What follows belongs to an exercise in optimizing a design on an open flow for small area; a production flow would make more cautious choices.
In this exercise RTL edits were held to simulation tests only and were not proved equivalent to the original.
The clock input has no modelled driver; a real chip could not lean on it and would need a root buffer or a full tree.

==> indigo: inputs <==
==> flow/design.v <==
`timescale 1ns / 1ps
module vending_machine(
    input CLK,
    input RESET,
    input RELOAD,
    input CARD_IN,
    input [3:0] ITEM_CODE,
    input KEY_PRESS,
    input VALID_TRAN,
    input DOOR_OPEN,
    output VEND,
    output INVALID_SEL,
    output [2:0] COST,
    output FAILED_TRAN
    );
	localparam RST = 4'd0, IDLE = 4'd1, RELOADING = 4'd2, AD0 = 4'd3, AD1 = 4'd4,
	           WT0 = 4'd5, WT1 = 4'd6, CV = 4'd7, INV = 4'd8, AV = 4'd9, WTR = 4'd10,
	           TF = 4'd11, VS = 4'd12, WV = 4'd13, OD = 4'd14;
	reg [3:0] S, NS;
	reg tstart;
	reg [1:0] tc;
	reg cnt;
	reg h;
	reg [3:0] dd;
	reg ld1, ld2;
	reg [6:0] pr [0:9];
	wire valid = ~(dd[3] & (dd[2] | dd[1]));
	reg [9:0] sel;
	reg [6:0] cur;
	integer j;
	always @(*) begin
		cur = 7'd0;
		for (j = 0; j < 10; j = j + 1) begin
			sel[j] = (dd == j);
			cur = cur | (pr[j] & {7{sel[j]}});
		end
	end
	wire nz = h ? (cur >= 7'd11) : (cur % 7'd11 != 7'd0);
	wire t2 = (tc == 2'd2);
	always @(*) begin
		NS = S; cnt = 1'b0; ld1 = 1'b0; ld2 = 1'b0;
		case (S)
			RST: NS = IDLE;
			IDLE: NS = RELOAD ? RELOADING : CARD_IN ? AD0 : IDLE;
			RELOADING: NS = IDLE;
			AD0: begin
				cnt = 1'b1;
				if (KEY_PRESS) begin ld1 = 1'b1; NS = AD1; end
				else NS = WT0;
			end
			AD1: begin
				if (KEY_PRESS) begin ld2 = 1'b1; NS = CV; end
				else begin NS = WT1; cnt = 1'b1; end
			end
			WT0: begin
				if (t2) NS = INV;
				else if (KEY_PRESS) begin ld1 = 1'b1; NS = AD1; end
				else cnt = 1'b1;
			end
			WT1: begin
				if (t2) NS = INV;
				else if (KEY_PRESS) begin ld2 = 1'b1; NS = CV; end
				else cnt = 1'b1;
			end
			CV: NS = (valid && nz) ? AV : INV;
			INV: NS = IDLE;
			AV: begin
				if (VALID_TRAN) NS = VS;
				else begin NS = WTR; cnt = 1'b1; end
			end
			WTR: begin
				if (t2) NS = TF;
				else if (VALID_TRAN) NS = VS;
				else cnt = 1'b1;
			end
			TF: NS = IDLE;
			VS: begin
				if (DOOR_OPEN) NS = OD;
				else begin NS = WV; cnt = 1'b1; end
			end
			WV: begin
				if (t2) NS = IDLE;
				else if (DOOR_OPEN) NS = OD;
				else cnt = 1'b1;
			end
			OD: NS = DOOR_OPEN ? OD : IDLE;
			default: NS = IDLE;
		endcase
	end
	always @(posedge CLK) begin
		if (RESET) begin
			S <= RST; tstart <= 1'b0; tc <= 2'd0;
		end else begin
			S <= NS;
			tstart <= (S == AD0 || S == AD1 || S == AV || S == VS) && !tstart;
			if (tstart) tc <= 2'd0;
			else if (cnt) tc <= tc + 2'd1;
		end
	end
	always @(posedge CLK) begin
		if (ld1) begin
			h <= ITEM_CODE[0];
			dd <= {4{|ITEM_CODE[3:1]}};
		end else if (ld2)
			dd <= dd | ITEM_CODE;
	end
	wire st_rst = (S == RST), st_rel = (S == RELOADING), st_vs = (S == VS);
	wire [6:0] bus = st_rst ? 7'd0 : st_rel ? 7'd120 : cur - (h ? 7'd11 : 7'd1);
	integer i;
	always @(posedge CLK) begin
		for (i = 0; i < 10; i = i + 1)
			if (st_rst || st_rel || (st_vs && sel[i])) pr[i] <= bus;
	end
	wire active = (S == AV) || (S == WTR) || (S == TF) || (S == VS) || (S == WV) || (S == OD);
	assign VEND = (S == VS) || (S == WV) || (S == OD);
	assign INVALID_SEL = (S == INV);
	assign FAILED_TRAN = (S == TF);
	reg [2:0] cls;
	always @(*) begin
		case ({h, dd})
			5'h00, 5'h01, 5'h02, 5'h03: cls = 3'd1;
			5'h04, 5'h05, 5'h06, 5'h07: cls = 3'd2;
			5'h08, 5'h09, 5'h10, 5'h11: cls = 3'd3;
			5'h12, 5'h13, 5'h14, 5'h15: cls = 3'd4;
			5'h16, 5'h17: cls = 3'd5;
			default: cls = 3'd6;
		endcase
	end
	assign COST = active ? cls : 3'd0;
endmodule
==> flow/flow/run.sh <==
#!/bin/bash
# Layout flow: the standard ORFS flow, except that
# - the combinational logic is mapped with area-oriented ABC scripts
#   (flow/area*.abc, run by flow/synth.tcl, which keeps the smallest result
#   and is otherwise synth_recipe.tcl), and adders are left to ABC;
# - ports are buffered with buf_1 and resizing aims at the library limits;
# - the clock tree is built by flow/cts_hook.tcl: one clkbuf_2 root and
#   clkbuf_4 leaves (seven) over k-means clusters of the flip-flops.
# Each tool's output goes to the ORFS logs under orfs/logs and to make.log
# and write_def.log in this folder.
set -euo pipefail
W=$(pwd)
export MY_ABC_SCRIPTS="$W/flow/area1.abc $W/flow/area2.abc $W/flow/area3.abc $W/flow/area4.abc"
export CTS_NLEAF=7 CTS_LEAF_BUF=sky130_fd_sc_hd__clkbuf_4 CTS_ROOT_BUF=sky130_fd_sc_hd__clkbuf_2
ARGS=(
  -C "$FLOW_HOME"
  DESIGN_CONFIG="$FLOW_CONFIG"
  WORK_HOME="$W/orfs"
  CLKGATE_MAP_FILE=
  ADDER_MAP_FILE=
  SYNTH_SCRIPT="$W/flow/synth.tcl"
  CAP_MARGIN=0 SLEW_MARGIN=0 CORE_MARGIN=2
  CORE_UTILIZATION=65 PLACE_DENSITY=0.75
  BUFFER_PORTS_ARGS="-buffer_cell sky130_fd_sc_hd__buf_1"
  GPL_TIMING_DRIVEN=0
  PRE_CTS_TCL="$W/flow/cts_hook.tcl"
)
make "${ARGS[@]}" finish > "$W/make.log" 2>&1
R=$W/orfs/results/$FLOW_PLATFORM/vending_machine/base
: # left out here: write the final layout as DEF
==> flow/flow/area1.abc <==
strash
&get -n
&deepsyn -J 500 -T 240 -S 3
&dch
&nf -R 1000
&put
topo
==> flow/flow/area2.abc <==
strash
&get -n
&deepsyn -J 500 -T 240 -S 6
&dch
&nf -R 1000
&put
topo
==> flow/flow/area3.abc <==
strash
&get -n
&deepsyn -J 500 -T 240 -S 7
&dch
&nf -R 1000
&put
topo
==> flow/flow/area4.abc <==
strash
&get -n
&deepsyn -J 500 -T 240 -S 4
&dch
&nf -R 1000
&put
topo
==> flow/flow/cts_hook.tcl <==
# Clock tree (replaces TritonCTS): CTS_NLEAF leaf buffers, each driving the
# flip-flops of one cluster found by k-means on their placed positions, fed
# by one root buffer (CTS_ROOT_BUF) at their centre, which the clock port
# drives. Then the design is legalized and saved as ORFS's
# CTS step would save it, and the step ends here.
set nleaf $::env(CTS_NLEAF)
set bufname $::env(CTS_LEAF_BUF)
set db [ord::get_db]
set block [ord::get_db_block]
set master [$db findMaster $bufname]
set clkport [$block findBTerm CLK]
set clk [$clkport getNet]

set sinks {}
foreach it [$clk getITerms] {
  set bb [[$it getInst] getBBox]
  lappend sinks [list $it [expr {([$bb xMin] + [$bb xMax]) / 2.0}] [expr {([$bb yMin] + [$bb yMax]) / 2.0}]]
}
set n [llength $sinks]
puts "clock tree: $n sinks, $nleaf leaf buffers ($bufname)"

# k-means, seeded with sinks spread along the sorted x+y order
set order [lsort -real -index 0 [lmap s $sinks {list [expr {[lindex $s 1] + [lindex $s 2]}] $s}]]
set cx {}; set cy {}
for {set k 0} {$k < $nleaf} {incr k} {
  set s [lindex [lindex $order [expr {int(($k + 0.5) * $n / $nleaf)}]] 1]
  lappend cx [lindex $s 1]; lappend cy [lindex $s 2]
}
set cap [expr {int(ceil(double($n) / $nleaf))}]
for {set iter 0} {$iter < 50} {incr iter} {
  # capacity-limited assignment: nearest centre with room, sinks taken in
  # order of how much they prefer their best centre
  set prefs {}
  set idx 0
  foreach s $sinks {
    set ds {}
    for {set k 0} {$k < $nleaf} {incr k} {
      set dx [expr {[lindex $s 1] - [lindex $cx $k]}]
      set dy [expr {[lindex $s 2] - [lindex $cy $k]}]
      lappend ds [list [expr {abs($dx) + abs($dy)}] $k]
    }
    set ds [lsort -real -index 0 $ds]
    lappend prefs [list [expr {[lindex $ds 1 0] - [lindex $ds 0 0]}] $idx $ds]
    incr idx
  }
  set prefs [lsort -real -decreasing -index 0 $prefs]
  set cnt [lrepeat $nleaf 0]
  set asg [lrepeat $n 0]
  foreach p $prefs {
    foreach d [lindex $p 2] {
      set k [lindex $d 1]
      if {[lindex $cnt $k] < $cap} {
        lset cnt $k [expr {[lindex $cnt $k] + 1}]
        lset asg [lindex $p 1] $k
        break
      }
    }
  }
  set sx [lrepeat $nleaf 0.0]; set sy [lrepeat $nleaf 0.0]
  for {set i 0} {$i < $n} {incr i} {
    set k [lindex $asg $i]; set s [lindex $sinks $i]
    lset sx $k [expr {[lindex $sx $k] + [lindex $s 1]}]
    lset sy $k [expr {[lindex $sy $k] + [lindex $s 2]}]
  }
  for {set k 0} {$k < $nleaf} {incr k} {
    if {[lindex $cnt $k] > 0} {
      lset cx $k [expr {[lindex $sx $k] / [lindex $cnt $k]}]
      lset cy $k [expr {[lindex $sy $k] / [lindex $cnt $k]}]
    }
  }
}
puts "clock tree: cluster sizes $cnt"

set rootmaster [$db findMaster $::env(CTS_ROOT_BUF)]
set root [odb::dbInst_create $block $rootmaster "clkbuf_root"]
set rootnet [odb::dbNet_create $block "clknet_root"]
$rootnet setSigType CLOCK
[$root findITerm A] connect $clk
[$root findITerm X] connect $rootnet
set mx 0.0; set my 0.0
for {set k 0} {$k < $nleaf} {incr k} {
  set mx [expr {$mx + [lindex $cx $k] / $nleaf}]
  set my [expr {$my + [lindex $cy $k] / $nleaf}]
}
$root setLocation [expr {int($mx - [$rootmaster getWidth] / 2)}] [expr {int($my)}]
$root setPlacementStatus PLACED
for {set k 0} {$k < $nleaf} {incr k} {
  set inst [odb::dbInst_create $block $master "clkbuf_leaf_$k"]
  set net [odb::dbNet_create $block "clknet_leaf_$k"]
  $net setSigType CLOCK
  [$inst findITerm A] connect $rootnet
  [$inst findITerm X] connect $net
  $inst setLocation [expr {int([lindex $cx $k] - [$master getWidth] / 2)}] [expr {int([lindex $cy $k])}]
  $inst setPlacementStatus PLACED
  for {set i 0} {$i < $n} {incr i} {
    if {[lindex $asg $i] == $k} {
      set it [lindex [lindex $sinks $i] 0]
      $it disconnect
      $it connect $net
    }
  }
}
$clk setSigType CLOCK
global_connect

set_placement_padding -global \
  -left $::env(CELL_PAD_IN_SITES_DETAIL_PLACEMENT) \
  -right $::env(CELL_PAD_IN_SITES_DETAIL_PLACEMENT)
detailed_placement
check_placement -verbose

set_propagated_clock [all_clocks]
estimate_parasitics -placement
report_clock_skew
report_checks -path_delay min_max -format full_clock_expanded -group_path_count 1
orfs_write_db $::env(RESULTS_DIR)/4_1_cts.odb
orfs_write_sdc $::env(RESULTS_DIR)/4_cts.sdc
exit 0
==> flow/flow/synth.tcl <==
proc synth {args} { yosys synth -nofsm -noshare {*}$args }
# Map the combinational logic with each ABC script in MY_ABC_SCRIPTS and keep
# the smallest result. Everything else is synth_recipe.tcl unchanged.
proc abc {args} {
  set i [lsearch -exact $args -script]
  if { $i < 0 || ![info exists ::env(MY_ABC_SCRIPTS)] } {
    yosys abc {*}$args
    return
  }
  yosys design -save pre_abc
  set besta 1e18
  foreach scr $::env(MY_ABC_SCRIPTS) {
    yosys design -load pre_abc
    yosys abc {*}[lreplace $args [expr {$i + 1}] [expr {$i + 1}] $scr]
    set st [tee -q -s result.string stat {*}$::lib_args]
    if { ![regexp {Chip area for module[^:]*:\s*([0-9.]+)} $st -> area] } { error "no area for $scr" }
    puts "ABC script $scr: area $area"
    if { $area < $besta } {
      set besta $area
      yosys design -save best_abc
    }
  }
  puts "ABC best area $besta"
  yosys design -load best_abc
}
source $::env(SCRIPTS_DIR)/synth.tcl
# left out here: clear keep_hierarchy, flatten, clean up, hide names made inside functions, write 1_2_yosys.v
==> flow/standard.sh <==
#!/bin/bash
# synth_recipe.tcl (not shown) runs the flow's synth.tcl, then flattens the netlist and writes it again
# the make line also repeats each setting of config.mk as NAME=value (left out here)
make -C /OpenROAD-flow-scripts/flow DESIGN_CONFIG=/design/flow/config.mk WORK_HOME=/design/flow/orfs CLKGATE_MAP_FILE= SYNTH_SCRIPT=/design/flow/synth_recipe.tcl "${@:-finish}"
==> flow/config.mk <==
export PLATFORM = sky130hd
export DESIGN_NAME = vending_machine
export DESIGN_NICKNAME = vending_machine
export VERILOG_FILES = /design/flow/design.v
export SDC_FILE = /design/flow/constraint.sdc
export NUM_CORES = 4
export LEC_CHECK = 0
export CAP_MARGIN = 20
export CORE_MARGIN = 2
export CORE_UTILIZATION = 40
export SLEW_MARGIN = 20
==> flow/constraint.sdc <==
create_clock -name core_clock -period 10.0 [get_ports {CLK}]
set_input_delay 2.0000 -clock core_clock [delete_from_list [all_inputs] [get_ports {CLK}]]
set_output_delay 2.0000 -clock core_clock [all_outputs]
set_load 0.01 [all_outputs]
==> quartz (differences from indigo) <==
==> flow/flow/run.sh (replaced) <==
#!/bin/bash
# Layout flow: the standard ORFS flow, except that
# - the combinational logic is mapped with area-oriented ABC scripts
#   (flow/area*.abc, run by flow/synth.tcl, which keeps the smallest result
#   and is otherwise synth_recipe.tcl), and adders are left to ABC;
# - ports are buffered with buf_1 and resizing aims at the library limits;
# - the clock tree is built by flow/cts_hook.tcl: one clkbuf_2 root and five
#   clkbuf_8 leaves over k-means clusters of the flip-flops.
# Each tool's output goes to the ORFS logs under orfs/logs and to make.log
# and write_def.log in this folder.
set -euo pipefail
W=$(pwd)
export MY_ABC_SCRIPTS="$W/flow/area1.abc $W/flow/area2.abc $W/flow/area3.abc $W/flow/area4.abc"
export CTS_NLEAF=5 CTS_LEAF_BUF=sky130_fd_sc_hd__clkbuf_8 CTS_ROOT_BUF=sky130_fd_sc_hd__clkbuf_2
ARGS=(
  -C "$FLOW_HOME"
  DESIGN_CONFIG="$FLOW_CONFIG"
  WORK_HOME="$W/orfs"
  CLKGATE_MAP_FILE=
  ADDER_MAP_FILE=
  SYNTH_SCRIPT="$W/flow/synth.tcl"
  CAP_MARGIN=10 SLEW_MARGIN=10 CORE_MARGIN=2
  CORE_UTILIZATION=65 PLACE_DENSITY=0.75
  BUFFER_PORTS_ARGS="-buffer_cell sky130_fd_sc_hd__buf_1"
  GPL_TIMING_DRIVEN=0
  PRE_CTS_TCL="$W/flow/cts_hook.tcl"
)
make "${ARGS[@]}" finish > "$W/make.log" 2>&1
R=$W/orfs/results/$FLOW_PLATFORM/vending_machine/base
: # left out here: write the final layout as DEF
==> flow/flow/area1.abc (replaced) <==
strash
&get -n
&deepsyn -J 500 -T 240 -S 3
&dch
&nf -R 1000 -C 32 -F 8 -A 4
&put
topo
==> flow/flow/area2.abc (replaced) <==
strash
&get -n
&deepsyn -J 500 -T 240 -S 6
&dch
&nf -R 1000 -C 32 -F 8 -A 4
&put
topo
==> flow/flow/area3.abc (replaced) <==
strash
&get -n
&deepsyn -J 500 -T 240 -S 4
&dch
&nf -R 1000 -C 32 -F 8 -A 4
&put
topo
==> flow/flow/area4.abc (replaced) <==
strash
&get -n
&deepsyn -J 500 -T 240 -S 7
&dch
&nf -R 1000 -C 32 -F 8 -A 4
&put
topo
--- a/flow/flow/synth.tcl
+++ b/flow/flow/synth.tcl
@@ -6,6 +6,10 @@
   if { $i < 0 || ![info exists ::env(MY_ABC_SCRIPTS)] } {
     yosys abc {*}$args
     return
+  }
+  # weak x0 cells whose x1 version has the same area are left out
+  foreach c {a21boi_0 and2_0 o21ai_0 o311ai_0 or2_0} {
+    lappend args -dont_use sky130_fd_sc_hd__$c
   }
   yosys design -save pre_abc
   set besta 1e18
==> garnet (differences from indigo) <==
--- a/flow/flow/run.sh
+++ b/flow/flow/run.sh
@@ -4,14 +4,14 @@
 #   (flow/area*.abc, run by flow/synth.tcl, which keeps the smallest result
 #   and is otherwise synth_recipe.tcl), and adders are left to ABC;
 # - ports are buffered with buf_1 and resizing aims at the library limits;
-# - the clock tree is built by flow/cts_hook.tcl: one clkbuf_2 root and
-#   clkbuf_4 leaves (seven) over k-means clusters of the flip-flops.
+# - the clock tree is built by flow/cts_hook.tcl: one clkbuf_2 root and five
+#   clkbuf_8 leaves over k-means clusters of the flip-flops.
 # Each tool's output goes to the ORFS logs under orfs/logs and to make.log
 # and write_def.log in this folder.
 set -euo pipefail
 W=$(pwd)
 export MY_ABC_SCRIPTS="$W/flow/area1.abc $W/flow/area2.abc $W/flow/area3.abc $W/flow/area4.abc"
-export CTS_NLEAF=7 CTS_LEAF_BUF=sky130_fd_sc_hd__clkbuf_4 CTS_ROOT_BUF=sky130_fd_sc_hd__clkbuf_2
+export CTS_NLEAF=5 CTS_LEAF_BUF=sky130_fd_sc_hd__clkbuf_8 CTS_ROOT_BUF=sky130_fd_sc_hd__clkbuf_2
 ARGS=(
   -C "$FLOW_HOME"
   DESIGN_CONFIG="$FLOW_CONFIG"
==> flow/flow/area1.abc (replaced) <==
strash
&get -n
&deepsyn -J 500 -T 240 -S 3
&dch
&nf -R 1000 -C 32 -F 8 -A 4
&put
topo
==> flow/flow/area2.abc (replaced) <==
strash
&get -n
&deepsyn -J 500 -T 240 -S 6
&dch
&nf -R 1000 -C 32 -F 8 -A 4
&put
topo
==> flow/flow/area3.abc (replaced) <==
strash
&get -n
&deepsyn -J 500 -T 240 -S 4
&dch
&nf -R 1000 -C 32 -F 8 -A 4
&put
topo
==> flow/flow/area4.abc (replaced) <==
strash
&get -n
&deepsyn -J 500 -T 240 -S 7
&dch
&nf -R 1000 -C 32 -F 8 -A 4
&put
topo
--- a/flow/flow/synth.tcl
+++ b/flow/flow/synth.tcl
@@ -6,6 +6,10 @@
   if { $i < 0 || ![info exists ::env(MY_ABC_SCRIPTS)] } {
     yosys abc {*}$args
     return
+  }
+  # weak x0 cells whose x1 version has the same area are left out
+  foreach c {a21boi_0 and2_0 o21ai_0 o311ai_0 or2_0} {
+    lappend args -dont_use sky130_fd_sc_hd__$c
   }
   yosys design -save pre_abc
   set besta 1e18
==> run notes <==
- The flow ran to the end, but the layout failed its checks.
- The layout checks failed on max-capacitance violations, max-slew violations.
- Max-cap violations in this run came to 1.
- The upper clock frequency limit is 206 MHz.
- The via count of the first global-routing pass is 2,150.
- The final number of max-transition violations was 9.
- In the final routing, the length of wire on met1 measures 3260 um.
- The ratio of cells with drive above 1 in the final layout is 4.53%.
[end of results for garnet]
==> run notes <==
- The post-route netlist has 3.02% of its cells at a drive strength greater than 1.
- The met2 wire length is 3200 um.
- The final number of max-transition violations is 0.
- The run finished with no timing, DRC or antenna violations.
- The met1 wire length is 3150 um.
- The via count of the first global-routing pass came to 2,266.
- The sequential portion of the cell area is 65.0%.
- The post-detailed-route count of antenna-violating nets is 0.
[end of results for indigo]
==> run notes <==
- The flow ran to the end and the layout has no timing, DRC or antenna violations.
- The met1 wire length is 3190 um.
- The via count of the first global-routing pass came to 2,202.
- The distinct cell type count of the synthesized netlist is 35.
- After the first detailed-routing iteration, the DRC count stood at 319.
- The upper clock frequency limit is 222 MHz.
- The final number of max-transition violations came to 0.
- The ratio of cells with drive above 1 in the final layout is 5.61%.
[end of results for quartz]
No run of this note takes its clock network from TritonCTS; it comes from the design's own scripts or RTL.

-- port drivers added, routing unchanged --
In the flow no input, the clock included, has a driving cell. The finished layouts below were timed again as built, in two steps.
Step 1, drivers: a clkbuf_16 drives CLK and a buf_2 each remaining input, both assumed.
Step 2 also shifts input and output timing later by t, the mid clock arrival at the registers, as if the neighbouring blocks saw the same clock.
Slacks: no drivers / after step 1 / after step 2; pairs: no drivers / after step 1.
run	t, ns	setup WS [ns]	slew at the worst register clock pin (ns)
indigo	0.498	5.665 / 5.665 / 5.665	0.12 / 0.12
quartz	0.481	5.494 / 5.494 / 5.494	0.10 / 0.10
garnet	0.481	5.136 / 5.136 / 5.136	0.10 / 0.10
